What follows belongs to an exercise in optimizing a design on an open flow for small area; a production flow would make more cautious choices.
The RTL was checked by simulation tests, not by an equivalence proof against the original design.

Setup of v59:
## cordic_pipelined
module cordic_pipelined(clk, z0, xn, yn);
  input clk;
  input signed [12:0] z0;
  output [17:0] xn, yn;
  wire signed [12:0] za = z0;
  wire pos_big = za > 13'sh5A0;
  wire neg_big = za < -13'sh5A0;
  wire flip_in = pos_big | neg_big;
  wire d0_c0 = pos_big ? (za < 13'shB40) : neg_big ? (za < -13'shB40) : za[12];
  reg [10:0] k1;
  always @(*) begin
    case ({pos_big, neg_big, d0_c0})
      3'b100: k1 = 11'h1f0;
      3'b101: k1 = 11'h790;
      3'b010: k1 = 11'h070;
      3'b011: k1 = 11'h610;
      3'b001: k1 = 11'h2d0;
      default: k1 = 11'h530;
    endcase
  end
  wire [10:0] z1_c0 = za[10:0] + k1;
  reg f_r1, d0_r1; reg [10:0] z1_r1;
  always @(posedge clk) begin f_r1 <= flip_in; d0_r1 <= d0_c0; z1_r1 <= z1_c0; end
  wire signed [10:0] z1s = z1_r1;
  wire d1_c1 = z1_r1[10];
  wire d2_c1 = d1_c1 ? (z1s < -11'sh1A9) : (z1s < 11'sh1A9);
  reg [8:0] k2;
  always @(*) begin
    case ({d1_c1, d2_c1})
      2'b00: k2 = 9'h177;
      2'b01: k2 = 9'h137;
      2'b10: k2 = 9'h0c9;
      default: k2 = 9'h089;
    endcase
  end
  wire [8:0] z3_c1 = z1_r1[8:0] + k2;
  reg f_r2; reg [2:0] d_r2; reg [8:0] z3_r2;
  always @(posedge clk) begin f_r2 <= f_r1; d_r2 <= {d2_c1, d1_c1, d0_r1}; z3_r2 <= z3_c1; end
  wire signed [8:0] z3s = z3_r2;
  wire d3_c2 = z3_r2[8];
  wire d4_c2 = d3_c2 ? (z3s < -9'sh072) : (z3s < 9'sh072);
  wire d5_c2 = ({d3_c2, d4_c2} == 2'b00) ? (z3s < 9'sd171) :
               ({d3_c2, d4_c2} == 2'b01) ? (z3s < 9'sd57) :
               ({d3_c2, d4_c2} == 2'b10) ? (z3s < -9'sd57) : (z3s < -9'sd171);
  reg [5:0] k3;
  always @(*) begin
    case ({d3_c2, d4_c2, d5_c2})
      3'b000: k3 = 6'h39;
      3'b001: k3 = 6'h31;
      3'b010: k3 = 6'h2b;
      3'b011: k3 = 6'h23;
      3'b100: k3 = 6'h1d;
      3'b101: k3 = 6'h15;
      3'b110: k3 = 6'h0f;
      3'b111: k3 = 6'h07;
      default: k3 = 6'h0;
    endcase
  end
  wire [5:0] z6_c2 = z3_r2[5:0] + k3;
  reg f_r3; reg [5:0] d_r3; reg [5:0] z6_r3;
  always @(posedge clk) begin f_r3 <= f_r2; d_r3 <= {d5_c2, d4_c2, d3_c2, d_r2}; z6_r3 <= z6_c2; end
  localparam [63:0] DT6 = 64'hffffffff00000000; localparam [63:0] DT7 = 64'h0003ffff00003fff;
  ...
For scale: roughly 1,300 cells after synthesis, about 270 flip-flops, ~0.015 mm^2 of cells after synthesis.
Settings: LEC_CHECK=0, CAP_MARGIN=20, CORE_MARGIN=2, CORE_UTILIZATION=60, CTS_BUF_LIST=sky130_fd_sc_hd__clkbuf_8, CTS_CLUSTER_DIAMETER=100, CTS_CLUSTER_SIZE=18, GPL_TIMING_DRIVEN=0, SLEW_MARGIN=20, SYNTH_HIERARCHICAL=1; clock period 5.0 ns.
standard.sh (not shown) runs the stock make flow with config.mk's settings and CLKGATE_MAP_FILE= SYNTH_SCRIPT=/design/flow/synth_recipe.tcl, a recipe that flattens the netlist after the stock synthesis.
==> flow/flow/run.sh <==
#!/bin/bash
# The standard layout (standard.sh: ORFS synthesis through finish, unchanged),
# except that the input/output port buffers are made from the smallest buffer cell.
cp standard.sh standard_sh.txt
export BUFFER_PORTS_ARGS="-buffer_cell sky130_fd_sc_hd__buf_1"
bash standard.sh > standard.log 2>&1
Looking at the reports, v59 completed the entire flow and the layout it produced met the timing, design-rule and antenna checks.
What v43 does differently from v59 at the input level:
- clearing GPL_TIMING_DRIVEN, which used to be 0
- swapping 20 for 5 in CAP_MARGIN
- swapping 20 for 5 in SLEW_MARGIN
- swapping 18 for 20 in CTS_CLUSTER_SIZE
## What came out
[compare] base=v59 new=v43: worst hold margin held, critical path depth went down 13, cell count went down 39.
In the reports for v59 and v43, the smaller number of cell instances on the worst register-to-register path belongs to v43.
First-pass GRT wire length delta for v43 relative to v59: about 14% lower
Taking v59 as the reference point, the clock period minus final worst setup slack of v43 falls by 0.10 ns.
v43: setup slack higher than v59
v43 ended with less wire length than v59.
Count of plain and timing-repair buffers (v43 over v59): decrease, 38
[inputs] v56 vs v43
- SLEW_MARGIN changed from 5 to 20
- CTS_CLUSTER_SIZE changed from 20 to 18
- CAP_MARGIN changed from 5 to 20
==> flow/flow/run.sh <==
#!/bin/bash
# The standard layout (standard.sh: ORFS synthesis through finish, unchanged), except:
#  - the input/output port buffers are made from the smallest buffer cell,
#  - buffers that synthesis inserted are removed at floorplan (repair re-buffers where needed),
#  - after global routing, gates on paths with positive slack are downsized (RECOVER_POWER).
cp standard.sh standard_sh.txt
export BUFFER_PORTS_ARGS="-buffer_cell sky130_fd_sc_hd__buf_1"
export REMOVE_ABC_BUFFERS=1
export RECOVER_POWER=100
bash standard.sh > standard.log 2>&1
==> comparison <==
- Number of cells in the finished layout apart from fillers: v43 vs v56 — no meaningful difference
- Although v56 finished all stages, its layout failed final checks on capacitance limit, slew limit.
- Changes observed in v56 relative to v43: number of vias in the routed layout closely matched the old numbers; depth of the worst register-to-register path shrank by 1.
For v29, these inputs were changed with respect to v56:
- a change of CTS_CLUSTER_SIZE from 18 to 20
==> flow/flow/run.sh <==
#!/bin/bash
# The standard layout (standard.sh: ORFS synthesis through finish, unchanged),
# except that the input/output port buffers are made from the smallest buffer cell.
cp standard.sh standard_sh.txt
export BUFFER_PORTS_ARGS="-buffer_cell sky130_fd_sc_hd__buf_1"
bash standard.sh > standard.log 2>&1
==> comparison <==
- Comparing the two runs side by side, v29 comes out behind v56 on final area.
- In the flow results for v29 and v56, the portion of the layout cell area used by non-clock buffers is larger on v29.
- Changes observed in v29 relative to v56: ratio of cells with drive above 1 in the final layout went up; post-synthesis to final-layout area growth increased 0.43 points.
- v29 finished all stages; the layout is clean.
- Compare v29 and v56 | proportion of cell area occupied by multi-input gates lower: v29
- Global-route wire length before repair: v29 vs v56 up 0.83%
- Compared with v56, in v29 core utilization went up 0.26 points; final critical-path setup slack went up 0.0041 ns.

[afterwards: timing with drivers on the ports]
The results above use ideal ports. As a check the final layouts listed here were re-extracted and re-timed, cells and wires unchanged.
Step 1 assumes that a clkbuf_16 drives the clock port and a buf_2 every other input.
Step 2 times the ports against the registers' clock, not the clock port: input delays grow and output delays shrink by t, the midpoint of the rising clock arrivals with the driver on.
Slacks: ideal ports / drivers / drivers and shift; pairs: ideal ports / drivers.
run | t (ns) | setup WS [ns] | cell pins on the clock port's net
v59 | 0.573 | 0.047 / 0.047 / 0.047 | 1
v43 | 0.566 | 0.148 / 0.118 / 0.148 | 1
v56 | 0.577 | 0.144 / 0.144 / 0.144 | 1
v29 | 0.566 | 0.148 / 0.118 / 0.148 | 1
